Context: an optimization exercise on an open-source flow, tuned for a short achievable clock period and few clock cycles. The choices shown serve that exercise and are no tape-out recipe. RTL that was checked went through simulation tests only; none was proved equivalent to the original. No functional check of the RTL was part of runs 3 and 4. Power is estimated from default activity; no workload was simulated.

`config.mk`:
```
export PLATFORM = sky130hd
export DESIGN_NAME = calc_didactic
export DESIGN_NICKNAME = calc_didactic
export VERILOG_FILES = /design/flow/design.v
export SDC_FILE = /design/flow/constraint.sdc
export NUM_CORES = 4
export LEC_CHECK = 0
export ABC_CLOCK_PERIOD_IN_PS = 2000
export CAP_MARGIN = 30
export CORE_MARGIN = 2
export CORE_UTILIZATION = 40
export SETUP_SLACK_MARGIN = 5
export SLEW_MARGIN = 30
```
`constraint.sdc`:
```
create_clock -name core_clock -period 10.0 [get_ports {clk}]
set_input_delay 2.0000 -clock core_clock [delete_from_list [all_inputs] [get_ports {clk}]]
set_output_delay 2.0000 -clock core_clock [all_outputs]
set_load 0.01 [all_outputs]
```
`design.v`:
```
module alu(
    input      [15:0] in1,
    input      [15:0] in2,
    input      [15:0] dat,
    input             invx,
    input             invy,
    input             ci,
    input      [9:0]  fsel,      
    output     [15:0] out,
    output            c,
    output            o
);
wire [15:0] x = in1 ^ {16{invx}};
wire [15:0] y = in2 ^ {16{invy}};
wire [16:0] sum = {1'b0, x} + {1'b0, y} + {16'b0, ci};
assign out = ({16{fsel[0]}} & sum[15:0]) |
             ({16{fsel[1]}} & (in1 & in2)) |
             ({16{fsel[2]}} & (in1 | in2)) |
             ({16{fsel[3]}} & (in1 ^ in2)) |
             ({16{fsel[4]}} & ~in1) |
             ({16{fsel[5]}} & {in1[14:0], 1'b0}) |
             ({16{fsel[6]}} & {1'b0, in1[15:1]}) |
             ({16{fsel[7]}} & {in1[15], in1[15:1]}) |
             ({16{fsel[8]}} & in2) |
             ({16{fsel[9]}} & dat);
assign c = (fsel[0] & (sum[16] ^ (invx | invy))) |
           (fsel[5] & in1[15]) |
           ((fsel[6] | fsel[7]) & in1[0]);
assign o = (fsel[0] & (x[15] == y[15]) & (x[15] != sum[15])) |
           (fsel[5] & (in1[14] ^ in1[15])) |
           (fsel[6] & in1[15]);
endmodule
module calc_didactic(
        clk,
        rst,
        mem_addr,
        mem_we,
        mem_wdata,
        mem_rdata
    );
input           clk;
input           rst;
output [9:0]    mem_addr;
output          mem_we;
output [15:0]   mem_wdata;
input  [15:0]   mem_rdata;
reg  [9:0]  addr_r;
reg         we_r;
reg  [15:0] wdata_r;
reg         fop;         
reg         arr;         
reg         fdup;        
assign mem_addr  = addr_r;
assign mem_we    = we_r;
assign mem_wdata = wdata_r;
localparam QD = 6;       
reg  [15:0] q [0:QD-1];
reg  [QD-1:0] qv;        
reg  [1:0]  qp [0:QD-1]; 
wire [15:0] q0 = q[0], q1 = q[1], q2 = q[2];
reg  [9:0]  hpc;         
reg  [9:0]  fa;          
reg  [15:0] R [0:7];     
reg         f_lazy;
reg  [15:0] f_raw;
reg  [15:0] f_res;
reg         f_c, f_o;
wire [15:0] F = f_lazy ? {11'b0, ~^f_res, f_res[15], f_res == 16'd0, f_o, f_c} : f_raw;
wire        cf = f_lazy ? f_c : f_raw[0];
localparam S_ID = 2'd0, S_W1 = 2'd1, S_W2 = 2'd2;
reg  [1:0]  st;
reg         xv;          
reg         x_alu;       
reg         x_invx, x_invy;  
reg  [1:0]  x_cis;           
reg  [9:0]  x_fsel;          
reg  [15:0] x_a, x_b;
reg         x_ma;        
reg         x_mb;        
reg         x_fa, x_fb;  
reg  [15:0] lres;        
reg         x_rwe;       
reg  [2:0]  x_reg;
reg         x_fld;       
reg         x_mwe;       
reg  [9:0]  x_addr;
wire        c0 = q0[0], c1 = q0[1], c2 = q0[2], c3 = q0[3], c5 = q0[5], c6 = q0[6];
wire [2:0]  op3 = {q0[4], q0[5], q0[6]};
wire        d = q0[7];
wire        mod11 = q0[8] & q0[9];
wire        mod10 = q0[8] & ~q0[9];
wire [2:0]  rg = {q0[10], q0[11], q0[12]};
wire [2:0]  rm = {q0[13], q0[14], q0[15]};
wire [3:0]  cond = {q0[4], q0[5], q0[6], q0[7]};
wire [7:0]  off = {q0[8], q0[9], q0[10], q0[11], q0[12], q0[13], q0[14], q0[15]};
wire        is2   = c1;                          
wire        is1   = ~c1 & c3 & ~c0;              
wire        isj   = ~c1 & c3 & c0;               
wire        isf   = ~c1 & ~c3 & c0;              
wire        iss   = ~c1 & ~c3 & ~c0 & c5;        
wire        ismv  = ~c1 & ~c3 & ~c0 & ~c5;       
wire        isjmp = ismv & (op3 == 3'b101);
wire        hasdisp = qp[0][0];
wire        hasimm  = qp[0][1];
wire        lg2 = hasdisp | hasimm;                      
wire        lg3 = hasdisp & hasimm;                      
wire        x_dir = x_mb & ~x_alu;
wire        idc = (st == S_ID) | ((st == S_W2) & xv & x_dir);       
wire        avail = idc && qv[0] && (~lg2 | qv[1]) && (~lg3 | qv[2]);
wire [15:0] imm = mod10 ? q2 : q1;
wire [2:0]  ia = is1 ? rm : (mod11 ? (d ? rg : rm) : rg);
wire [2:0]  ib = d ? rm : rg;
wire        x_exec = xv & ((st == S_ID) | ((st == S_W2) & x_dir));
wire        x_wreg = x_exec & x_rwe;
wire [15:0] x_val;
wire        fwd_a = x_wreg && x_reg == ia;
wire        fwd_b = x_wreg && x_reg == ib;
wire [15:0] ra = R[ia];
wire [15:0] rb = R[ib];
wire [15:0] is_val = R[3];
wire [15:0] is_dec = is_val - 16'd1;
wire [15:0] is_inc = is_val + 16'd1;
wire [2:0]  eb = {2'b11, rm[1]};
wire [2:0]  ex = {2'b10, rm[0]};
reg  [9:0]  bsum [0:3];
reg         bsum_old;
always @(posedge clk) begin
    bsum[0] <= R[6][9:0] + R[4][9:0];
    bsum[1] <= R[6][9:0] + R[5][9:0];
    bsum[2] <= R[7][9:0] + R[4][9:0];
    bsum[3] <= R[7][9:0] + R[5][9:0];
    bsum_old <= x_wreg & x_reg[2];
end
wire [9:0]  ea_base = rm[2] ? R[rm][9:0] : bsum[{rm[1], rm[0]}];
wire [9:0]  ea = ea_base + (mod10 ? q1[9:0] : 10'd0);
function jcond;
    input [3:0] cc;
    input [4:0] f;       
    reg         b;
    begin
        case (cc[2:0])
            3'd0: b = f[4] | f[2];
            3'd1: b = cc[3] ? f[0] : f[3];       
            3'd2: b = (f[1] ^ f[3]) | f[2];
            3'd3: b = f[1] ^ f[3];
            3'd4: b = f[2];
            3'd5: b = f[1];
            3'd6: b = f[3];
            default: b = f[4];
        endcase
        jcond = b ^ cc[3];
    end
endfunction
wire        jtaken = jcond(cond, F[4:0]);
wire [9:0]  jtarget = hpc + {{2{off[7]}}, off};
reg         jv;
reg         j_pred;
reg  [3:0]  j_cond;
reg  [9:0]  j_alt;       
wire        j_miss = jv & (jcond(j_cond, F[4:0]) ^ j_pred);
reg         d_invx, d_invy;
reg  [1:0]  d_cis;
reg  [9:0]  d_fsel;
always @(*) begin
    d_invx = 1'b0;
    d_invy = 1'b0;
    d_cis = 2'd0;
    d_fsel = 10'b00_0000_0001;
    if (~(is1 | is2)) begin
        d_fsel = x_mb_n ? 10'b10_0000_0000 : 10'b01_0000_0000;   
    end else if (is1) begin
        case (op3)
            3'd0: d_cis = 2'd1;                                  
            3'd1: d_invy = 1'b1;                                 
            3'd2: begin d_invx = 1'b1; d_cis = 2'd1; end         
            3'd3: d_fsel = 10'b00_0001_0000;                         
            3'd4: d_fsel = 10'b00_0010_0000;                         
            3'd5: d_fsel = 10'b00_0100_0000;                         
            3'd6: d_fsel = 10'b00_1000_0000;                         
            default: ;                                           
        endcase
    end else begin
        case (op3)
            3'd1: d_cis = 2'd2;                                  
            3'd2: begin d_invy = 1'b1; d_cis = 2'd1; end         
            3'd3: begin d_invy = 1'b1; d_cis = 2'd3; end         
            3'd4: d_fsel = 10'b00_0000_0010;                         
            3'd5: d_fsel = 10'b00_0000_0100;                         
            3'd6: d_fsel = 10'b00_0000_1000;                         
            default: ;                                           
        endcase
    end
end
wire [15:0] alu_in1 = x_fa ? lres : x_a;
wire [15:0] alu_in2 = x_fb ? lres : x_b;
wire [15:0] alu_res;
wire        alu_c, alu_o;
wire        alu_ci = x_cis[1] ? (cf ^ x_cis[0]) : x_cis[0];
alu alu(.in1(alu_in1), .in2(alu_in2), .dat(mem_rdata), .invx(x_invx), .invy(x_invy),
        .ci(alu_ci), .fsel(x_fsel), .out(alu_res), .c(alu_c), .o(alu_o));
assign x_val = alu_res;
wire        x_fwe = x_exec & (x_alu | x_fld);        
wire        x_port = x_exec & x_mwe;                 
wire        pushf = isf & ~c6;
wire        popf  = isf & c6;
wire        push  = iss & ~c6;
wire        pop   = iss & c6;
wire        stkreg = mod11 | d;                          
wire        mov   = ismv & ~isjmp;
wire        alu2  = is2 | is1;
wire        mdst  = is1 | ~d | hasimm;                   
wire        id_read  = popf | pop | (push & ~stkreg) | (mov & ~mod11 & ~hasimm & d) | (alu2 & ~mod11);
wire        id_write = pushf | (push & stkreg) | (mov & ~mod11 & (hasimm | ~d));
wire        id_port  = id_read | id_write;
wire [9:0]  id_addr  = (popf | pop) ? is_val[9:0] : (pushf | (push & stkreg)) ? is_dec[9:0] : ea;
wire [15:0] id_wdata = pushf ? F : (mov & hasimm) ? imm : ra;
wire        id_uop   = popf | pop | (push & ~stkreg) | (mov & (mod11 | (~hasimm & d))) | alu2;
wire        id_is    = isf | iss;                        
wire [15:0] id_isv   = (popf | pop) ? is_inc : is_dec;
wire        use_ea = ~mod11 & (alu2 | mov | (iss & ~d));
wire        hz_reg = (use_ea & ~rm[2] & bsum_old) |
                     x_wreg & ((use_ea & (rm[2] ? (x_reg == rm) : (x_reg == eb || x_reg == ex))) |
                               (id_is & (x_reg == 3'd3)) |
                               (isjmp & (x_reg == ia))) |
                     (fwd_a & ((push & stkreg) | (mov & ~mod11 & ~hasimm & ~d)));
wire        hz_flag = x_fwe & pushf;
wire        hz_port = x_port & id_port;
wire        go = avail & ~hz_reg & ~hz_flag & ~hz_port & ~j_miss;
wire        j_defer = go & isj & x_fwe;
wire        x_alu_n = alu2;
wire        x_ma_n  = alu2 & ~mod11 & mdst;
wire        x_mb_n  = popf | pop | (push & ~stkreg) | (mov & ~mod11) | (alu2 & ~mod11 & ~mdst);
wire        x_rwe_n = (pop & stkreg) | mov |
                      (alu2 & (mod11 ? (is1 | c3) : (~mdst & c3)));
wire        x_fld_n = popf;
wire        x_mwe_n = ((pop | push) & ~stkreg) | (alu2 & ~mod11 & mdst & (is1 | c3));
wire [2:0]  x_reg_n = ia;
wire [9:0]  x_addr_n = push ? is_dec[9:0] : ea;
wire [15:0] x_a_n = ra;
wire [15:0] x_b_n = is1 ? 16'd0 : hasimm ? imm : (~mod11 & ~d) ? ra : rb;
wire        x_fb_n = (is2 & ~mod11 & ~hasimm & ~d) ? fwd_a :
                     (((is2 | ismv) & mod11 & ~hasimm) ? fwd_b : 1'b0);
wire        id_exec = (st == S_ID);
wire        e_req   = x_port | (go & id_port);
wire        e_we    = x_port | id_write;
wire [9:0]  e_addr  = x_port ? x_addr : id_addr;
wire [15:0] e_wdata = x_port ? x_val : id_wdata;
wire        is_we   = go & id_is;
wire [15:0] is_nv   = id_isv;
wire        flush   = j_miss | (go & ((isj & ~x_fwe & jtaken) | isjmp));
wire [9:0]  target  = j_miss ? j_alt : isjmp ? R[ia][9:0] : jtarget;
wire [1:0]  st_n    = idc ? ((go & id_read) ? S_W1 : S_ID) : (st == S_W1) ? S_W2 : S_ID;
wire        xv_n    = idc ? (go & id_uop) : xv;
localparam ICB = 5;      
localparam ICN = 1 << ICB;
reg  [15:0] ic_data [0:ICN-1];
reg  [9-ICB:0] ic_tag [0:ICN-1];
reg  [ICN-1:0] ic_v;
reg         fetched;     
reg  [9:0]  fetch_a;
wire [ICB-1:0] fidx = fa[ICB-1:0];
wire        ic_hit = ic_v[fidx] && (ic_tag[fidx] == fa[9:ICB]);
wire [15:0] ic_word = ic_data[fidx];
wire [9:0]  fa1 = fa + 10'd1;
wire [ICB-1:0] fidx1 = fa1[ICB-1:0];
wire        ic_hit1 = ic_v[fidx1] && (ic_tag[fidx1] == fa1[9:ICB]);
wire [15:0] ic_word1 = ic_data[fidx1];
wire        k1 = go & ~lg2, k2 = go & lg2 & ~lg3, k3 = go & lg3, k0 = ~go;
wire        arr_n = fop & ~flush & ~(fdup & hit_ins);
wire        hit_ins = ic_hit & (~fop | fdup) & ~arr & ~qv[QD-1];
wire        pfetch = ~e_req & ~flush & ~ic_hit & space;
wire        hit2 = hit_ins & ic_hit1 & ~qv[QD-2];
wire        space = arr ? (fop ? ~qv[QD-3] : ~qv[QD-2]) : (fop ? ~qv[QD-2] : ~qv[QD-1]);
wire        ins = arr | hit_ins;
wire [15:0] ins_word = arr ? mem_rdata : ic_word;
function [1:0] predec;
    input [15:0] w;
    begin
        predec[0] = w[8] & ~w[9] & ~(~w[1] & w[3] & w[0]);                  
        predec[1] = w[2] & (w[1] | (~w[3] & ~w[0] & ~w[5]));                 
    end
endfunction
wire [1:0]  ins_pd = predec(ins_word);
wire [1:0]  ins_pd1 = predec(ic_word1);
reg  [1:0]  nqp [0:QD-1];
reg  [15:0] nq [0:QD-1];
reg  [QD-1:0] sv, nqv;
integer     qi;
always @(*) begin
    for (qi = 0; qi < QD; qi = qi + 1) begin
        sv[qi] = (k0 & qv[qi]) | (k1 & (qi + 1 < QD ? qv[qi + 1] : 1'b0)) |
                 (k2 & (qi + 2 < QD ? qv[qi + 2] : 1'b0)) | (k3 & (qi + 3 < QD ? qv[qi + 3] : 1'b0));
        nq[qi] = ({16{k0}} & q[qi]) | ({16{k1}} & q[qi + 1 < QD ? qi + 1 : QD - 1]) |
                 ({16{k2}} & q[qi + 2 < QD ? qi + 2 : QD - 1]) | ({16{k3}} & q[qi + 3 < QD ? qi + 3 : QD - 1]);
        nqp[qi] = ({2{k0}} & qp[qi]) | ({2{k1}} & qp[qi + 1 < QD ? qi + 1 : QD - 1]) |
                  ({2{k2}} & qp[qi + 2 < QD ? qi + 2 : QD - 1]) | ({2{k3}} & qp[qi + 3 < QD ? qi + 3 : QD - 1]);
    end
    for (qi = 0; qi < QD; qi = qi + 1) begin
        nqv[qi] = sv[qi];
        if (ins && !sv[qi] && (qi == 0 || sv[qi == 0 ? 0 : qi - 1])) begin
            nq[qi] = ins_word;
            nqp[qi] = ins_pd;
            nqv[qi] = 1'b1;
        end
        if (hit2 && qi >= 1 && !sv[qi] && !sv[qi == 0 ? 0 : qi - 1] && (qi == 1 || sv[qi < 2 ? 0 : qi - 2])) begin
            nq[qi] = ic_word1;
            nqp[qi] = ins_pd1;
            nqv[qi] = 1'b1;
        end
    end
    if (flush)
        nqv = {QD{1'b0}};
end
wire [ICB-1:0] widx = addr_r[ICB-1:0];
wire        fill = fetched;
wire [ICB-1:0] fl_idx = fetch_a[ICB-1:0];
wire        w_kill = we_r && ((fill && fl_idx == widx) ? (fetch_a[9:ICB] == addr_r[9:ICB])
                                                       : (ic_tag[widx] == addr_r[9:ICB]));
always @(posedge clk) begin
    if (fill) begin
        ic_data[fl_idx] <= mem_rdata;
        ic_tag[fl_idx] <= fetch_a[9:ICB];
    end
    fetch_a <= addr_r;
    if (rst) begin
        ic_v <= {ICN{1'b0}};
        fetched <= 1'b0;
    end else begin
        fetched <= fop;
        if (fill)
            ic_v[fl_idx] <= 1'b1;
        if (w_kill)
            ic_v[widx] <= 1'b0;
    end
end
always @(posedge clk) begin
    for (qi = 0; qi < QD; qi = qi + 1) begin
        q[qi] <= nq[qi];
        qp[qi] <= nqp[qi];
    end
    if (x_wreg && !(is_we && x_reg == 3'd3))
        R[x_reg] <= x_val;
    if (x_wreg)
        lres <= x_val;
    if (is_we)
        R[3] <= is_nv;
    if (st == S_W2 && !x_dir) begin
        if (x_ma)
            x_a <= mem_rdata;
        if (x_mb)
            x_b <= mem_rdata;
    end
    if (idc) begin
        x_alu <= x_alu_n;
        x_invx <= d_invx;
        x_invy <= d_invy;
        x_cis <= d_cis;
        x_fsel <= d_fsel;
        x_a <= x_a_n;
        x_b <= x_b_n;
        x_fa <= fwd_a & ~x_ma_n;
        x_fb <= x_fb_n;
        x_ma <= x_ma_n;
        x_mb <= x_mb_n;
        x_rwe <= x_rwe_n;
        x_reg <= x_reg_n;
        x_fld <= x_fld_n;
        x_mwe <= x_mwe_n;
        x_addr <= x_addr_n;
    end
    if (rst) begin
        qv <= {QD{1'b0}};
        hpc <= 10'd0;
        fa <= 10'd1;
        addr_r <= 10'd0;
        we_r <= 1'b0;
        fop <= 1'b1;
        fdup <= 1'b0;
        arr <= 1'b0;
        st <= S_ID;
        xv <= 1'b0;
        jv <= 1'b0;
        f_lazy <= 1'b0;
        f_raw <= 16'd0;
    end else begin
        qv <= nqv;
        hpc <= flush ? target : k1 ? hpc + 10'd1 : k2 ? hpc + 10'd2 : k3 ? hpc + 10'd3 : hpc;
        arr <= arr_n;
        st <= st_n;
        xv <= xv_n;
        jv <= j_defer;
        if (j_defer) begin
            j_pred <= 1'b0;
            j_cond <= cond;
            j_alt <= jtarget;
        end
        if (x_exec && x_fld)
        begin
            f_lazy <= 1'b0;
            f_raw <= mem_rdata;
        end else if (x_exec && x_alu) begin
            f_lazy <= 1'b1;
            f_res <= alu_res;
            f_c <= alu_c;
            f_o <= alu_o;
        end
        wdata_r <= e_wdata;
        fdup <= ~e_req & flush;
        if (e_req) begin
            addr_r <= e_addr;
            we_r <= e_we;
            fop <= 1'b0;
        end else if (flush) begin
            addr_r <= target;
            we_r <= 1'b0;
            fop <= 1'b1;
        end else if (pfetch) begin
            addr_r <= fdup ? fa1 : fa;
            we_r <= 1'b0;
            fop <= 1'b1;
        end else begin
            we_r <= 1'b0;
            fop <= 1'b0;
        end
        if (flush)
            fa <= target;
        else if (hit2)
            fa <= fa + 10'd2;
        else if (hit_ins)
            fa <= fa + 10'd1;
        else if (fdup)
            fa <= pfetch ? fa + 10'd2 : fa + 10'd1;
        else if (pfetch)
            fa <= fa + 10'd1;
    end
end
endmodule
```
`flow/run.sh`:
```
#!/bin/bash
set -euo pipefail
MARGIN=${MARGIN:-7}
sed -E "s/SETUP_SLACK_MARGIN=[-0-9.]+/SETUP_SLACK_MARGIN=${MARGIN}/" standard.sh > standard_margin.sh
grep -c "SETUP_SLACK_MARGIN=${MARGIN}" standard_margin.sh > margin.txt
bash standard_margin.sh > standard.log 2>&1
```
`standard.sh`:
```
#!/bin/bash
# synth_recipe.tcl (not shown) runs the flow's synth.tcl, then flattens the netlist and writes it again
# the make line also repeats each setting of config.mk as NAME=value (left out here)
make -C /OpenROAD-flow-scripts/flow DESIGN_CONFIG=/design/flow/config.mk WORK_HOME=/design/flow/orfs CLKGATE_MAP_FILE= SYNTH_SCRIPT=/design/flow/synth_recipe.tcl "${@:-finish}"
```
==> impl_metrics.csv, run 1 <==
group,metric,value,unit
critical_path,r2r_cells,16,
power,p_per_area,390.8,nW/um^2
placed_design,place_hpwl,132600,um
job,drv_cap,0,
timing,period_needed,4.260,ns
synth,ys.flop_type,"edfxtp_1",
synth,synth_warnings,6,
critical_path,crit_chain,"ha_4 -> buf_12 -> buf_16 -> mux4_2 -> mux4_2 -> xnor2_2 -> o31ai_2 -> and4b_1 -> nor2b_4 -> nand4b_1 -> buf_4 -> o31ai_4 -> buf_6 -> nor2_4 -> or4_4 -> a41oi_2",
clock_network,htree_levels,4,
placed_design,gp_congestion,0.9148,
cells_and_area,area_growth,27.86,%
clock_network,cts_sinks,1193,
critical_path,reg2reg_from,"fa[0]",
synth,async_reset_ff_share,0,%
power,peakVddDrop,0.0002797,V
route,drc_errors,0,
timing,rsz0062_at_grt,"yes",
clock_network,clock-root-buffer,"clkbuf_16",
cells_and_area,top_register,"ic_data",
synth,synth_edf_count,931,
power,power_leakage,29.23,nW
critical_path,critPathKind,"reg -> reg",
synth,synth_top_area_share,42.78,%
critical_path,required,10.71,ns
synth,synth-seq-cells,1193,
critical_path,crit_fanout,5,
critical_path,endpoint,"fa[9]",
critical_path,worstPathArrival,4.97,ns
route,drt-total-wl,236200,um
floorplan,io_pins,45,
critical_path,worstSetupEndpointType,"register",
cells_and_area,drive_above_1_share,38.59,%
timing,clock.fmax,0.2347,GHz
route,drtIter0Drc,6691,
critical_path,cp-start-kind,"register",
synth,synth_top_cell_by_area,"edfxtp_1",
timing,final.setup.tns,0,ns
cells_and_area,final_cells,7787,
timing,finalSetupViolations,0,
synth,avgSynthCellArea,12.88,um^2
clock_network,clk_path_buf_depth,3,
timing,worst_pin_slew,1.185,ns
critical_path,cpMaxStageDelayCell,"mux4_2",
timing,hold_viol_final,0,
status,outcome,"complete, no violations",
floorplan,initial_core_util,40.20,%
floorplan,rows,148,
route,antenna_left,0,
critical_path,path_depth,16,
critical_path,worst-path-buf-inv,4,
timing,min_period_over_period,42.60,%
route,vias_per_cell,6.432,
synth,syn_nets,5223,
critical_path,path_delay_family,"simple AND/OR/NAND/NOR gates",
route,wl_per_cell,30.33,um
floorplan,die_h,408.2,um
synth,ys_top_cells_by_count,"931 x edfxtp_1, 510 x nand2_1, 491 x mux4_2",
hold_path,hp-class,"reg -> reg",
cells_and_area,nNetsFinal,5655,
floorplan,dieArea,166600,um^2
synth,netlist_area,65350,um^2
floorplan,core,162600,um^2
global_routing,overflow,0,
clock_network,clk_pin_slew_worst_paths,0.07,ns
synth,yosys.cell_types.count,94,
cells_and_area,largest_reg_flops,512,
synth,ys_seq_area_share,50.80,%
placed_design,placed_cells,7053,
global_routing,grt_max_degree,125,
clock_network,clock_latency,0.83,ns
timing,max-slew-margin-rel,20.17,%
synth,synth_area_leaders,"edfxtp_1 43%, mux4_2 17%, dfxtp_1 8.0%",
clock_network,cts_buffers,134,
critical_path,reg2reg_slack,5.74,ns
clock_network,cts_tree,"done",
global_routing,antenna_found_initial,7,
global_routing,first_global_vias,48440,
placed_design,io_buffers,44,
critical_path,crit_start,"fa[0]",
global_routing,grt_pass1_wl,337000,um
cells_and_area,fillers,13410,
synth,post-synth-top-count-cell,"edfxtp_1",
critical_path,r2r_end,"fa[9]",
route,drt_first_pass_iters,10,
floorplan,die_w,408.2,um
synth,synthCells,5073,
timing,finClkSkew,0.05257,ns
cells_and_area,reg_top3,"ic_data x512, ic_tag x160, R x128",
critical_path,critical_path.max_stage_delay,0.53,ns
timing,slew_violations,0,
global_routing,grtUsageTotal,27.31,%
clock_network,cts_hold_buf,0,
route,via_count,50090,
critical_path,cpMostUsedCell,"mux4_2",
[metal layers]
layer,wire (um),part of all wire (%),track usage (%)
met1,86810,37,35.67
met2,112000,47,43.94
met3,24040,10,4.955
met4,13280,5.6,13.32
met5,51,0.022,0
[worst min path at each step]
stage / start / depth (start not counted) / endpoint / slack [ns]
after floorplan: addr_r[2] / 0 / fetch_a[2] / 0.39
after global placement: f_raw[6] / 2 / f_raw[6] / 0.44
after detailed placement: f_raw[8] / 2 / f_raw[8] / 0.44
after CTS: addr_r[6] / 0 / fetch_a[6] / 0.41
after global routing: addr_r[7] / 0 / fetch_a[7] / 0.40
final: addr_r[7] / 0 / fetch_a[7] / 0.41
[cell type report]
class	count	area [um^2]	area share, %
Multi-Input combinational cell	3356	34710	41.53
Sequential cell	1193	33330	39.89
Timing Repair Buffer	643	7621	9.121
Clock buffer	166	3608	4.318
Tap cell	2175	2721	3.257
Clock inverter	75	768.2	0.9194
Inverter	169	734.5	0.8790
Timing Repair inverter	8	66.31	0.07936
Antenna cell	2	5.005	0.005990
[placed cells by master, fill, tap and decap left out, types with 44 or more instances in the layout]
cell type  synthesis  layout
a21oi_1          275     183
nor2_1           268     174
mux4_2           491     491
o21ai_1           18      44
xnor2_1          123     107
a21oi_2            0      70
buf_12             0      68
o21ai_2            1      52
clkbuf_16          0     146
mux2_2            66      58
a22oi_1           66      65
xor2_1            53      44
dfxtp_1          262     221
buf_4             14     307
buf_6              0     150
a211oi_2           0      57
mux2i_1          351     297
inv_1            167     147
nand3_2            1      47
nand2_1          510     444
edfxtp_1         931     931
nor2_4             0      85
ha_1             124     117
o21ai_0          196     106
nand3_1          123      74
[metrics by stage]
| step | utilization, % | power (mW) | hold slack (ns) | setup slack [ns] | instance area, um^2 |
|---|---|---|---|---|---|
| after floorplan | - | 16.74 | 0.3922 | 6.279 | 66530 |
| after global placement | 42.45 | 20.88 | 0.4365 | 4.163 | 69010 |
| after detailed placement | 42.48 | 21.07 | 0.4424 | 4.158 | 69060 |
| after CTS | 49.56 | 30.35 | 0.4109 | 5.882 | 80570 |
| after global routing | 51.39 | 33.73 | 0.4031 | 5.648 | 83550 |
| final | 51.39 | 32.65 | 0.4069 | 5.740 | 83560 |
[timing repair]
action | CTS | global route
gates resized for setup | 850 | 453
gates cloned | 65 | 15
buffers inserted | 311 | 98
pin swaps | 155 | 199
endpoints found under the setup margin | 493 | 462
[power breakdown]
part / internal [mW] / total (mW) / leakage (nW) / switching (mW)
registers: 6.67 / 7.56 / 10.8 / 0.892
logic: 9.15 / 20.1 / 16.3 / 11.0
clock network: 2.80 / 4.98 / 2.13 / 2.18
[logic make-up (layout without fill, tap and decap cells)]
kind of cell	Yosys count	after routing	synth area share [%]
DFF	1193	1193	50.80
and+or+nand+nor	1180	1196	8.173
AOI/OAI and AO/OA	938	940	9.245
muxes	911	911	23.49
buffers and inverters	542	1061	3.285
xor gates and xnor gates	177	177	2.384
adders and majority gates	132	132	2.619
other	0	2	0
Testbench counts, summed over its fixed seeds: cycles 19,075.
==> run 2: changes to the inputs <==
--- a/config.mk
+++ b/config.mk
@@ -10,3 +10,3 @@
 export CORE_MARGIN = 2
-export CORE_UTILIZATION = 40
+export CORE_UTILIZATION = 55
 export SETUP_SLACK_MARGIN = 5
==> impl_metrics.csv, run 2 <==
group,metric,value,unit
cells_and_area,area_growth,26.11,%
synth,netlist_area,65350,um^2
cells_and_area,seq_area,33330,um^2
synth,avgSynthCellArea,12.88,um^2
clock_network,cts_buffers,136,
floorplan,initial_core_util,55.42,%
critical_path,worstSetupEndpointType,"register",
synth,post-synth-top-count-cell,"edfxtp_1",
timing,slew_violations,0,
global_routing,antenna_found_initial,9,
global_routing,grt_max_degree,60,
global_routing,grtUsageTotal,37.94,%
status,outcome,"complete, no violations",
placed_design,gp_congestion,0.9284,
timing,final.setup.tns,0,ns
global_routing,grt_pass1_wl,333300,um
synth,synthCells,5073,
hold_path,hp-class,"reg -> reg",
floorplan,die_w,348.7,um
timing,finClkSkew,0.02828,ns
clock_network,clock-root-buffer,"clkbuf_16",
cells_and_area,final_cell_mix,"931 x edfxtp_1, 491 x mux4_2, 471 x nand2_1, 304 x buf_4, 298 x mux2i_1",
cells_and_area,drive_above_1_share,36.45,%
clock_network,cts_tree,"done",
power,intPower,18.71,mW
critical_path,worstPathArrival,4.90,ns
floorplan,io_pins,45,
synth,synth-seq-cells,1193,
cells_and_area,top_register,"ic_data",
power,power_frac_clock,15.7,%
timing,worst_pin_slew,0.9821,ns
timing,rsz0062_at_grt,"yes",
route,drt_first_pass_iters,8,
clock_network,clk_pin_slew_worst_paths,0.06,ns
synth,synth_area_leaders,"edfxtp_1 43%, mux4_2 17%, dfxtp_1 8.0%",
route,vias_per_cell,6.952,
synth,ys_seq_area_share,50.80,%
placed_design,place_hpwl,133400,um
route,drtIter0Drc,6954,
job,drv_cap,0,
global_routing,first_global_vias,47660,
synth,synth_edf_count,931,
timing,max-slew-margin-rel,32.66,%
cells_and_area,reg_top3,"ic_data x512, ic_tag x160, R x128",
floorplan,die_h,348.7,um
floorplan,rows,126,
route,antenna_left,0,
power,power_leakage,29.22,nW
route,drc_errors,0,
power,seqPwrFrac,23.1,%
timing,period_needed,4.182,ns
power,peakVddDrop,0.0003096,V
clock_network,cts_sinks,1193,
synth,ys_top_cells_by_count,"931 x edfxtp_1, 510 x nand2_1, 491 x mux4_2",
timing,min_period_over_period,41.82,%
timing,hold_viol_final,0,
cells_and_area,nNetsFinal,5660,
clock_network,clock_latency,0.81,ns
route,via_count,49760,
cells_and_area,final_common_cell,"edfxtp_1",
synth,synth_top_area_share,42.78,%
clock_network,htree_levels,4,
critical_path,critPathKind,"reg -> reg",
cells_and_area,multi_input_area,33860,um^2
power,p_sw,13.80,mW
placed_design,io_buffers,44,
floorplan,core,117900,um^2
route,drt-total-wl,235900,um
synth,synth_warnings,6,
critical_path,cp-start-kind,"register",
critical_path,required,10.72,ns
power,p_per_area,394.6,nW/um^2
power,combPwrFrac,61.3,%
critical_path,crit_fanout,6,
cells_and_area,largest_reg_flops,512,
synth,yosys.cell_types.count,94,
global_routing,overflow,0,
synth,async_reset_ff_share,0,%
synth,ys.flop_type,"edfxtp_1",
power,swShare,42.45,%
synth,synth_top_cell_by_area,"edfxtp_1",
route,wl_per_cell,32.96,um
timing,finalSetupViolations,0,
power,power,32.52,mW
timing,clock.fmax,0.2391,GHz
clock_network,clk_path_buf_depth,3,
synth,syn_nets,5223,
floorplan,dieArea,121600,um^2
cells_and_area,fillers,7965,
[run 2: cell count changes in the layout (fill, tap and decap cells not counted), moves of 12 or more]
cell      before  now
a21oi_1      183  203
a211oi_1      19   58
o21ai_1       44   58
a221oi_1      32   20
nor2_4        85   56
nand2_1      444  471
nand2_2       43   21
o21ai_2       52   33
a211oi_2      57   22
a21oi_2       70   56
nor2_1       174  194
[run 2: worst paths after layout]
check | to | from | cells after the start | slack, ns
worst min-delay path | fetch_a[8] | addr_r[8] | 0 | 0.44
worst min register to register | fetch_a[8] | addr_r[8] | 0 | 0.44
worst max-delay path | fa[9] | fa[0] | 16 | 5.82
worst max register to register | fa[9] | fa[0] | 16 | 5.82
[run 2: power by group through the flow]
stage          clock (mW)  sequential, mW  combinational, mW
2_1_floorplan           0            7.08               9.67
3_5_place_dp            0            7.62               13.4
3_3_place_gp            0            7.60               13.3
5_1_grt              5.31            7.55               20.7
6_report             5.09            7.50               19.9
4_1_cts              5.12            7.45               17.5
[run 2: cell type report]
| cell class | instances | area share, % |
|---|---|---|
| Clock buffer | 164 | 4.356 |
| Multi-Input combinational cell | 3346 | 41.08 |
| Clock inverter | 85 | 1.076 |
| Timing Repair Buffer | 652 | 9.605 |
| Timing Repair inverter | 12 | 0.1837 |
| Sequential cell | 1193 | 40.44 |
| Inverter | 169 | 0.9276 |
| Antenna cell | 1 | 0.003036 |
| Tap cell | 1536 | 2.332 |
[run 2: cells by family after synthesis]
logic type      after synthesis  share of synthesized area (%)
flops                      1193                          50.80
xor+xnor                    177                          2.384
mux                         911                          23.49
compound gates              938                          9.245
fa+ha+maj                   132                          2.619
buf+inv                     542                          3.285
simple gates               1180                          8.173
[run 2: critical path, cell delays in order, from the launching register on]
cell and delay, ns:
dfxtp_4 0.39, ha_4 0.40, buf_12 0.16, buf_12 0.12, mux4_2 0.51, mux4_2 0.53, mux2i_4 0.25, xnor2_1 0.15
and4b_1 0.24, nor2b_2 0.15, nand4b_1 0.11, buf_6 0.15, o31ai_4 0.05, buf_6 0.16, nor2_2 0.07, or4_4 0.49
a41oi_2 0.17
[run 2: stage by stage]
stage	setup slack, ns	util, %	hold slack (ns)	cell area, um^2	instances
floorplan	6.279	-	0.3922	66530	5073
global placement	3.693	57.90	0.4388	68270	6420
detailed placement	3.718	57.98	0.4473	68370	6423
CTS	5.945	67.44	0.4416	79530	7015
global route	5.752	69.89	0.4322	82410	7157
finish	5.818	69.89	0.4399	82420	7158
[run 2: layer usage]
metal | up-vias | share of wire, % | GRT usage, %
met2 | 3325 | 46 | 59.49
li1 | 20680 | - | -
met4 | 0 | 6.6 | 20.13
met1 | 24980 | 37 | 50.59
met5 | - | 0 | 0
met3 | 779 | 10 | 7.116
[run 2: repair_timing]
item,in CTS,in global routing
pin swaps,117,150
cloned,64,16
hold buffers,0,0
buffers inserted,279,125
resized for setup,762,356
setup endpoints to repair,524,464
==> run 3: changes to the inputs <==
--- a/design.v
+++ b/design.v
@@ -12,4 +12,4 @@
 );
-wire [15:0] x = in1 ^ {16{invx}};
-wire [15:0] y = in2 ^ {16{invy}};
+wire [15:0] x = in1;
+wire [15:0] y = in2;
 wire [16:0] sum = {1'b0, x} + {1'b0, y} + {16'b0, ci};
@@ -79,4 +79,2 @@
 reg         x_mb;        
-reg         x_fa, x_fb;  
-reg  [15:0] lres;        
 reg         x_rwe;       
@@ -106,4 +104,4 @@
 wire        lg3 = hasdisp & hasimm;                      
-wire        x_dir = x_mb & ~x_alu;
-wire        idc = (st == S_ID) | ((st == S_W2) & xv & x_dir);       
+wire        w2 = (st == S_W2);
+wire        idc = (st == S_ID) | w2;                                  
 wire        avail = idc && qv[0] && (~lg2 | qv[1]) && (~lg3 | qv[2]);
@@ -112,3 +110,3 @@
 wire [2:0]  ib = d ? rm : rg;
-wire        x_exec = xv & ((st == S_ID) | ((st == S_W2) & x_dir));
+wire        x_exec = xv & idc;
 wire        x_wreg = x_exec & x_rwe;
@@ -155,2 +153,3 @@
 wire [9:0]  jtarget = hpc + {{2{off[7]}}, off};
+wire [9:0]  jtarget1 = hpc + {{2{off[7]}}, off} + 10'd1;
 reg         jv;
@@ -159,2 +158,3 @@
 reg  [9:0]  j_alt;       
+reg  [9:0]  j_alt1;      
 wire        j_miss = jv & (jcond(j_cond, F[4:0]) ^ j_pred);
@@ -193,4 +193,4 @@
 end
-wire [15:0] alu_in1 = x_fa ? lres : x_a;
-wire [15:0] alu_in2 = x_fb ? lres : x_b;
+wire [15:0] alu_in1 = (w2 & x_ma) ? mem_rdata ^ {16{x_invx}} : x_a;
+wire [15:0] alu_in2 = (w2 & x_mb) ? mem_rdata ^ {16{x_invy}} : x_b;
 wire [15:0] alu_res;
@@ -227,3 +227,4 @@
 wire        hz_port = x_port & id_port;
-wire        go = avail & ~hz_reg & ~hz_flag & ~hz_port & ~j_miss;
+wire        go_q = avail & ~hz_reg & ~hz_flag & ~hz_port;
+wire        go = go_q & ~j_miss;
 wire        j_defer = go & isj & x_fwe;
@@ -267,3 +268,9 @@
 wire [15:0] ic_word1 = ic_data[fidx1];
-wire        k1 = go & ~lg2, k2 = go & lg2 & ~lg3, k3 = go & lg3, k0 = ~go;
+wire [ICB-1:0] jidx0 = j_alt[ICB-1:0];
+wire [ICB-1:0] jidx1 = j_alt1[ICB-1:0];
+wire        jl_hit0 = ic_v[jidx0] && (ic_tag[jidx0] == j_alt[9:ICB]);
+wire        jl_hit1 = jl_hit0 && ic_v[jidx1] && (ic_tag[jidx1] == j_alt1[9:ICB]);
+wire        jl_ins0 = j_miss & jl_hit0;
+wire        jl_ins1 = j_miss & jl_hit1;
+wire        k1 = go_q & ~lg2, k2 = go_q & lg2 & ~lg3, k3 = go_q & lg3, k0 = ~go_q;
 wire        arr_n = fop & ~flush & ~(fdup & hit_ins);
@@ -310,4 +317,15 @@
     end
-    if (flush)
+    if (flush) begin
         nqv = {QD{1'b0}};
+        if (jl_ins0) begin
+            nq[0] = ic_data[jidx0];
+            nqp[0] = predec(ic_data[jidx0]);
+            nqv[0] = 1'b1;
+        end
+        if (jl_ins1) begin
+            nq[1] = ic_data[jidx1];
+            nqp[1] = predec(ic_data[jidx1]);
+            nqv[1] = 1'b1;
+        end
+    end
 end
@@ -342,12 +360,4 @@
         R[x_reg] <= x_val;
-    if (x_wreg)
-        lres <= x_val;
     if (is_we)
         R[3] <= is_nv;
-    if (st == S_W2 && !x_dir) begin
-        if (x_ma)
-            x_a <= mem_rdata;
-        if (x_mb)
-            x_b <= mem_rdata;
-    end
     if (idc) begin
@@ -358,6 +368,4 @@
         x_fsel <= d_fsel;
-        x_a <= x_a_n;
-        x_b <= x_b_n;
-        x_fa <= fwd_a & ~x_ma_n;
-        x_fb <= x_fb_n;
+        x_a <= (fwd_a ? x_val : x_a_n) ^ {16{d_invx}};
+        x_b <= (x_fb_n ? x_val : x_b_n) ^ {16{d_invy}};
         x_ma <= x_ma_n;
@@ -395,2 +403,3 @@
             j_alt <= jtarget;
+            j_alt1 <= jtarget1;
         end
@@ -407,3 +416,3 @@
         wdata_r <= e_wdata;
-        fdup <= ~e_req & flush;
+        fdup <= ~e_req & flush & ~jl_ins0;
         if (e_req) begin
@@ -412,3 +421,3 @@
             fop <= 1'b0;
-        end else if (flush) begin
+        end else if (flush && !jl_ins0) begin
             addr_r <= target;
@@ -424,3 +433,7 @@
         end
-        if (flush)
+        if (jl_ins1)
+            fa <= j_alt + 10'd2;
+        else if (jl_ins0)
+            fa <= j_alt1;
+        else if (flush)
             fa <= target;
--- a/config.mk
+++ b/config.mk
@@ -10,3 +10,3 @@
 export CORE_MARGIN = 2
-export CORE_UTILIZATION = 55
+export CORE_UTILIZATION = 40
 export SETUP_SLACK_MARGIN = 5
==> impl_metrics.csv, run 3 <==
group,metric,value,unit
timing,final.setup.tns,0,ns
global_routing,grt_pass1_wl,438600,um
cells_and_area,final_cell_mix,"923 x edfxtp_1, 911 x mux4_2, 398 x nand2_1, 361 x mux2i_1, 352 x buf_4",
floorplan,initial_core_util,40.33,%
cells_and_area,largest_reg_flops,512,
timing,setup_ws,5.306,ns
global_routing,grt_max_degree,83,
route,via_count,61690,
timing,worst_pin_slew,1.049,ns
clock_network,clock-root-buffer,"clkbuf_16",
cells_and_area,nNetsFinal,6458,
cells_and_area,drive_above_1_share,40.30,%
cells_and_area,utilization,49.99,%
floorplan,dieArea,198100,um^2
cells_and_area,final_common_cell,"edfxtp_1",
clock_network,cts_sinks,1195,
placed_design,io_buffers,44,
floorplan,die_w,445.1,um
synth,synth_top_cell_by_area,"edfxtp_1",
global_routing,overflow,0,
power,combPwrFrac,58.2,%
route,drt_first_pass_iters,8,
power,power_frac_clock,17.6,%
route,drtIter0Drc,9439,
floorplan,rows,161,
timing,period_needed,4.694,ns
placed_design,gp_congestion,0.9403,
timing,hold_slack,0.4195,ns
route,drt-total-wl,312800,um
synth,post-synth-top-count-cell,"edfxtp_1",
synth,ys_top_cells_by_count,"923 x edfxtp_1, 911 x mux4_2, 459 x nand2_1",
timing,max-slew-margin-rel,30.00,%
status,outcome,"complete, no violations",
clock_network,clk_pin_slew_worst_paths,0.06,ns
global_routing,antenna_found_initial,8,
hold_path,hp-class,"reg -> reg",
synth,synth_edf_count,923,
global_routing,first_global_vias,58670,
cells_and_area,top_register,"ic_data",
synth,yosys.cell_types.count,107,
timing,clock.fmax,0.2130,GHz
synth,synth_area_leaders,"edfxtp_1 36%, mux4_2 26%, dfxtp_1 7.0%",
critical_path,required,10.51,ns
power,p_sw,12.83,mW
placed_design,pre_cts_ws,3.095,ns
synth,synth_top_area_share,35.61,%
route,antenna_left,0,
critical_path,critPathKind,"in -> reg",
clock_network,cts_tree,"done",
route,drc_errors,0,
clock_network,clock_latency,0.84,ns
power,intPower,17.38,mW
floorplan,core,193000,um^2
critical_path,crit_fanout,4,
global_routing,grtUsageTotal,30.72,%
synth,synth-seq-cells,1195,
timing,min_period_over_period,46.94,%
power,swShare,42.47,%
route,vias_per_cell,6.878,
synth,netlist_area,77830,um^2
synth,ys_seq_area_share,42.61,%
timing,hold_viol_final,0,
power,peakVddDrop,0.0002366,V
synth,syn_nets,6099,
job,drv_cap,0,
critical_path,worstSetupEndpointType,"register",
clock_network,cts_buffers,142,
timing,finalSetupViolations,0,
cells_and_area,area_growth,23.95,%
power,power_leakage,33.62,nW
synth,synthCells,5962,
synth,avgSynthCellArea,13.06,um^2
critical_path,worstPathArrival,5.20,ns
cells_and_area,reg_top3,"ic_data x512, ic_tag x160, R x128",
floorplan,die_h,445.1,um
clock_network,clk_path_buf_depth,3,
synth,synth_warnings,6,
cells_and_area,final_cells,8969,
synth,async_reset_ff_share,0,%
route,wl_per_cell,34.88,um
clock_network,htree_levels,4,
floorplan,io_pins,45,
synth,ys.flop_type,"edfxtp_1",
power,seqPwrFrac,24.2,%
placed_design,place_hpwl,176600,um
placed_design,postPlaceCellArea,81970,um^2
power,power,30.21,mW
power,p_per_area,313.2,nW/um^2
cells_and_area,finalInstanceArea,96480,um^2
timing,slew_violations,0,
critical_path,cp-start-kind,"primary input",
timing,finClkSkew,0.06528,ns
timing,rsz0062_at_grt,"yes",
placed_design,placed_cells,8199,
## run 3: cell types whose count changed after synthesis, moves of 35 or more
cell / before / now
buf_2: 48 / 134
mux4_2: 491 / 911
a31oi_1: 18 / 53
nor3_1: 51 / 100
nand2_1: 510 / 459
mux2i_1: 351 / 402
a21oi_1: 275 / 319
a211oi_1: 85 / 159
o21ai_0: 196 / 255
nor2_1: 268 / 321
## run 3: what timing repair did
action,4_1_cts,5_1_grt
hold buffers,0,0
pin swaps,149,144
cloned,70,8
gates resized for setup,774,279
endpoints found under the setup margin,476,469
buffers inserted,356,70
## run 3: per-layer routing
metal  global-route usage [%]  vias up  wire (um)
met4                    15.94        8      19470
li1                         -    24600          -
met2                    46.48     4648     139900
met1                    39.72    31430     112100
met5                        0        -         87
met3                    9.480     1009      41210
## run 3: logic make-up (layout without fill, tap and decap cells)
kind of cell	count (synthesis)	after routing	share of synthesized area, %
multiplexers	1373	1373	32.41
flip-flops	1195	1195	42.61
XOR/XNOR	237	237	2.696
other	0	4	0
AND/OR/NAND/NOR	1308	1324	7.870
buffers and inverters	643	1102	3.562
adder cells (fa/ha/maj)	119	119	1.990
AO/OA/AOI/OAI	1087	1089	8.865
## run 3: worst max-delay path: stages
cell and delay (ns):
buf_12 0.10, buf_12 0.13, xnor2_4 0.12, o21ai_2 0.18, inv_2 0.07, fa_2 0.39
fa_2 0.36, nor2b_1 0.12, o21ai_1 0.09, a21boi_2 0.17, o21ai_2 0.10, a21boi_2 0.17
o21bai_1 0.09, and3b_2 0.24, o21ai_2 0.16, xor2_2 0.10, a211oi_4 0.32, o22ai_2 0.12
xor2_1 0.16
## run 3: cell type report
| type | count | area, um^2 |
|---|---|---|
| diodes | 4 | 10.01 |
| multi-input cells | 4142 | 46100 |
| fillers | 16030 | 96510 |
| clock inverters | 80 | 930.9 |
| flip-flops and latches | 1195 | 33330 |
| repair buffers | 685 | 8522 |
| clock buffers | 182 | 3775 |
| inverters | 152 | 621.8 |
| repair inverters | 3 | 25.02 |
| well taps | 2526 | 3161 |
## run 3: power groups by stage
stage | Clock [mW] | Combinational [mW] | Sequential [mW]
2_1_floorplan | 0 | 9.81 | 6.85
3_3_place_gp | 0 | 12.7 | 7.52
3_5_place_dp | 0 | 12.9 | 7.51
4_1_cts | 5.33 | 16.4 | 7.28
5_1_grt | 5.54 | 18.3 | 7.35
6_report | 5.30 | 17.6 | 7.31
## run 3: worst paths after layout
check,end,cells after the start,slack (ns),start
min,st[1],1,0.42,st[1]
max reg2reg,x_b[12],20,5.79,st[0]
max,x_b[12],19,5.31,mem_rdata[0]
min reg2reg,st[1],1,0.42,st[1]
==> run 4: changes to the inputs <==
--- a/design.v
+++ b/design.v
@@ -62,2 +62,3 @@
 reg  [9:0]  fa;          
+reg  [9:0]  fa1;         
 reg  [15:0] R [0:7];     
@@ -104,4 +105,4 @@
 wire        lg3 = hasdisp & hasimm;                      
-wire        w2 = (st == S_W2);
-wire        idc = (st == S_ID) | w2;                                  
+wire        x_dir = x_mb & ~x_alu;
+wire        idc = (st == S_ID) | ((st == S_W2) & xv & x_dir);       
 wire        avail = idc && qv[0] && (~lg2 | qv[1]) && (~lg3 | qv[2]);
@@ -110,3 +111,3 @@
 wire [2:0]  ib = d ? rm : rg;
-wire        x_exec = xv & idc;
+wire        x_exec = xv & ((st == S_ID) | ((st == S_W2) & x_dir));
 wire        x_wreg = x_exec & x_rwe;
@@ -193,4 +194,4 @@
 end
-wire [15:0] alu_in1 = (w2 & x_ma) ? mem_rdata ^ {16{x_invx}} : x_a;
-wire [15:0] alu_in2 = (w2 & x_mb) ? mem_rdata ^ {16{x_invy}} : x_b;
+wire [15:0] alu_in1 = x_a;      
+wire [15:0] alu_in2 = x_b;      
 wire [15:0] alu_res;
@@ -252,2 +253,3 @@
 wire [9:0]  target  = j_miss ? j_alt : isjmp ? R[ia][9:0] : jtarget;
+wire [9:0]  target1 = j_miss ? j_alt1 : isjmp ? R[ia][9:0] + 10'd1 : jtarget1;
 wire [1:0]  st_n    = idc ? ((go & id_read) ? S_W1 : S_ID) : (st == S_W1) ? S_W2 : S_ID;
@@ -264,3 +266,2 @@
 wire [15:0] ic_word = ic_data[fidx];
-wire [9:0]  fa1 = fa + 10'd1;
 wire [ICB-1:0] fidx1 = fa1[ICB-1:0];
@@ -362,2 +363,8 @@
         R[3] <= is_nv;
+    if (st == S_W2 && !x_dir) begin
+        if (x_ma)
+            x_a <= mem_rdata ^ {16{x_invx}};
+        if (x_mb)
+            x_b <= mem_rdata ^ {16{x_invy}};
+    end
     if (idc) begin
@@ -382,2 +389,3 @@
         fa <= 10'd1;
+        fa1 <= 10'd2;
         addr_r <= 10'd0;
@@ -433,16 +441,18 @@
         end
-        if (jl_ins1)
-            fa <= j_alt + 10'd2;
-        else if (jl_ins0)
+        if (jl_ins1) begin
+            fa <= j_alt1 + 10'd1;
+            fa1 <= j_alt1 + 10'd2;
+        end else if (jl_ins0) begin
             fa <= j_alt1;
-        else if (flush)
+            fa1 <= j_alt1 + 10'd1;
+        end else if (flush) begin
             fa <= target;
-        else if (hit2)
-            fa <= fa + 10'd2;
-        else if (hit_ins)
-            fa <= fa + 10'd1;
-        else if (fdup)
-            fa <= pfetch ? fa + 10'd2 : fa + 10'd1;
-        else if (pfetch)
-            fa <= fa + 10'd1;
+            fa1 <= target1;
+        end else if (hit2 || (fdup && pfetch)) begin
+            fa <= fa1 + 10'd1;
+            fa1 <= fa1 + 10'd2;
+        end else if (hit_ins || fdup || pfetch) begin
+            fa <= fa1;
+            fa1 <= fa1 + 10'd1;
+        end
     end
--- a/config.mk
+++ b/config.mk
@@ -10,3 +10,3 @@
 export CORE_MARGIN = 2
-export CORE_UTILIZATION = 40
+export CORE_UTILIZATION = 55
 export SETUP_SLACK_MARGIN = 5
==> impl_metrics.csv, run 4 <==
group,metric,value,unit
critical_path,critPathKind,"reg -> reg",
floorplan,die_w,384.0,um
critical_path,r2r_end,"fa1[6]",
placed_design,gp_congestion,0.9768,
synth,synth_top_cell_by_area,"edfxtp_1",
cells_and_area,multi_input_area,48050,um^2
timing,finClkSkew,0.05020,ns
placed_design,placed_cells,7921,
cells_and_area,largest_reg_flops,512,
status,outcome,"complete, no violations",
clock_network,clk_path_buf_depth,3,
route,drt-total-wl,337000,um
placed_design,place_hpwl,192100,um
global_routing,grtUsageTotal,44.84,%
timing,max-slew-margin-rel,25.18,%
route,vias_per_cell,7.561,
power,peakVddDrop,0.0004175,V
cells_and_area,final_cell_mix,"923 x edfxtp_1, 868 x mux4_2, 560 x nand2_1, 348 x buf_4, 274 x mux2i_1",
clock_network,cts_tree,"done",
cells_and_area,drive_above_1_share,40.37,%
critical_path,worstSetupEndpointType,"register",
critical_path,reg2reg_from,"f_res[15]",
synth,async_reset_ff_share,0,%
synth,synth_edf_count,923,
clock_network,htree_levels,4,
power,power_leakage,34.47,nW
clock_network,clock-root-buffer,"clkbuf_16",
clock_network,clk_pin_slew_worst_paths,0.06,ns
route,antenna_left,0,
hold_path,hold_depth,0,
timing,min_period_over_period,41.60,%
placed_design,postPlaceCellArea,82770,um^2
floorplan,die_h,384.0,um
synth,synth_top_area_share,34.91,%
cells_and_area,final_cells,8781,
clock_network,clock_latency,0.84,ns
clock_network,cts_buffers,143,
critical_path,worstPathArrival,4.84,ns
synth,post-synth-top-count-cell,"edfxtp_1",
timing,final.setup.tns,0,ns
global_routing,first_global_vias,63090,
hold_path,holdPathEnd,"fetch_a[5]",
clock_network,cts_sinks,1210,
floorplan,initial_core_util,55.34,%
placed_design,io_buffers,44,
route,via_count,66390,
power,power,30.76,mW
cells_and_area,final_common_cell,"edfxtp_1",
critical_path,required,10.68,ns
cells_and_area,reg_top3,"ic_data x512, ic_tag x160, R x128",
critical_path,reg2reg_slack,5.84,ns
global_routing,overflow,0,
timing,hold_viol_final,0,
floorplan,rows,139,
critical_path,r2r_cells,17,
cells_and_area,finalInstanceArea,99320,um^2
cells_and_area,utilization,69.22,%
floorplan,dieArea,147400,um^2
synth,synth-seq-cells,1210,
cells_and_area,fillers,9939,
global_routing,grt_max_degree,112,
critical_path,crit_fanout,4,
floorplan,core,143500,um^2
timing,finalSetupViolations,0,
route,drc_errors,0,
floorplan,io_pins,45,
cells_and_area,area_growth,25.08,%
route,drt_first_pass_iters,12,
timing,clock.fmax,0.2404,GHz
synth,avgSynthCellArea,12.50,um^2
timing,slew_violations,0,
timing,worst_pin_slew,1.101,ns
clock_network,cts_hold_buf,0,
route,wl_per_cell,38.38,um
synth,netlist_area,79400,um^2
timing,rsz0062_at_grt,"yes",
cells_and_area,nNetsFinal,6890,
timing,period_needed,4.160,ns
hold_path,holdCritStartpoint,"addr_r[5]",
synth,syn_nets,6491,
synth,ys.flop_type,"edfxtp_1",
synth,ys_seq_area_share,42.14,%
synth,yosys.cell_types.count,113,
synth,synthCells,6352,
cells_and_area,seq_area,33630,um^2
job,drv_cap,0,
hold_path,hp-class,"reg -> reg",
synth,synth_warnings,6,
route,drtIter0Drc,10290,
global_routing,antenna_found_initial,15,
cells_and_area,top_register,"ic_data",
synth,synth_area_leaders,"edfxtp_1 35%, mux4_2 25%, dfxtp_1 7.2%",
critical_path,cp-start-kind,"register",
power,p_per_area,309.7,nW/um^2
synth,ys_top_cells_by_count,"923 x edfxtp_1, 868 x mux4_2, 593 x nand2_1",
global_routing,grt_pass1_wl,468000,um
## run 4: power breakdown
group / leakage, nW / total (mW) / switching, mW / internal [mW]
Combinational: 21.3 / 17.8 / 10.1 / 7.69
Sequential: 10.9 / 7.59 / 0.977 / 6.61
Clock: 2.31 / 5.41 / 2.29 / 3.12
## run 4: area by class of cell
cell class                 instances  share of cell area [%]
timing repair buffer             774                   9.817
tap                             1903                   2.397
clock inverter                    68                  0.8718
antenna                           12                 0.03024
multi-input combinational       4467                   48.38
timing repair inverter             3                 0.03653
clock buffer                     192                   3.913
sequential                      1210                   33.86
inverter                         152                  0.6866
## run 4: worst max-delay path by stage
stage | startpoint | end | slack [ns] | cells after the start
final | f_res[15] | fa1[6] | 5.84 | 17
after global routing | f_res[13] | register | 5.81 | 18
after CTS | f_res[15] | register | 5.91 | 17
after detailed placement | register | qp[1][1] | 4.67 | 14
after global placement | register | qv[4] | 4.47 | 12
after floorplan | f_lazy | x_a[12] | 6.33 | 18
## run 4: timing repair
item / in CTS / in global routing
setup endpoints to repair: 482 / 465
gates resized for setup: 1042 / 300
cloned: 79 / 12
pin swaps: 274 / 184
setup buffers: 394 / 102
## run 4: logic make-up (layout without fill, tap and decap cells)
| group | Yosys count | in the layout | share of synthesized area [%] |
|---|---|---|---|
| xor gates and xnor gates | 237 | 237 | 2.614 |
| and+or+nand+nor | 1531 | 1548 | 9.057 |
| DFF | 1210 | 1210 | 42.14 |
| muxes | 1265 | 1265 | 29.78 |
| AOI/OAI and AO/OA | 1290 | 1296 | 10.66 |
| other | 0 | 12 | 0 |
| buffers and inverters | 698 | 1189 | 3.772 |
| adders and majority gates | 121 | 121 | 1.982 |
## run 4: critical path, stage by stage, from the launching register on
cell	delay, ns
edfxtp_1	0.46
inv_1	0.10
ha_1	0.23
xor2_1	0.15
xnor2_1	0.24
xnor2_2	0.19
o21a_2	0.26
and4_4	0.16
or4b_4	0.58
a31oi_4	0.21
buf_12	0.15
buf_12	0.13
nand4_4	0.20
nand2_8	0.18
buf_12	0.11
mux2i_4	0.28
a31oi_1	0.14
o221a_1	0.24
## run 4: metrics by stage
| stage | hold slack (ns) | worst slack [ns] |
|---|---|---|
| after detailed placement | 0.4472 | 4.671 |
| final | 0.4459 | 5.840 |
| after CTS | 0.4551 | 5.912 |
| after global placement | 0.4420 | 4.466 |
| after global routing | 0.4602 | 5.807 |
| after floorplan | 0.3922 | 6.329 |
## run 4: per-layer routing
layer,track usage (%),share of wire [%],vias to the layer above
met2,65.28,43,5520
met1,56.74,34,33180
met4,30.95,8.7,18
met3,14.97,14,1504
li1,-,-,26170
met5,0,0.090,-

## re-timing with driven ports
How much do the figures lean on ideal ports? The routed layouts below were timed once more, with nothing changed but the port constraints. Step 1 sets driving cells, clkbuf_16 on the clock port and buf_2 on the other inputs (assumed; they add their load-dependent delay and slew). Step 2 moves the port delays by t, midway between the first and last clock arrival at a register: inputs arrive t later, outputs are due t later. That takes back most of the time a late clock gives input paths. a / b / c = no drivers / after step 1 / after step 2; a / b = the first two.
run | t, ns | setup slack, ns | worst slew at a driven data input, ns | pins driven straight from the clock port
run 1 | 0.881 | 5.740 / 5.740 / 5.659 | 0.03 | 1
run 2 | 0.865 | 5.818 / 5.818 / 5.533 | 0.05 | 1
run 3 | 0.897 | 5.306 / 5.348 / 4.450 | 0.15 | 1
run 4 | 0.891 | 5.840 / 5.840 / 5.446 | 0.04 | 1
After both steps every run listed still meets setup and hold. For run 3, which loses most, drivers alone change the setup slack by +0.042 ns; drivers and shift together by -0.856 ns.
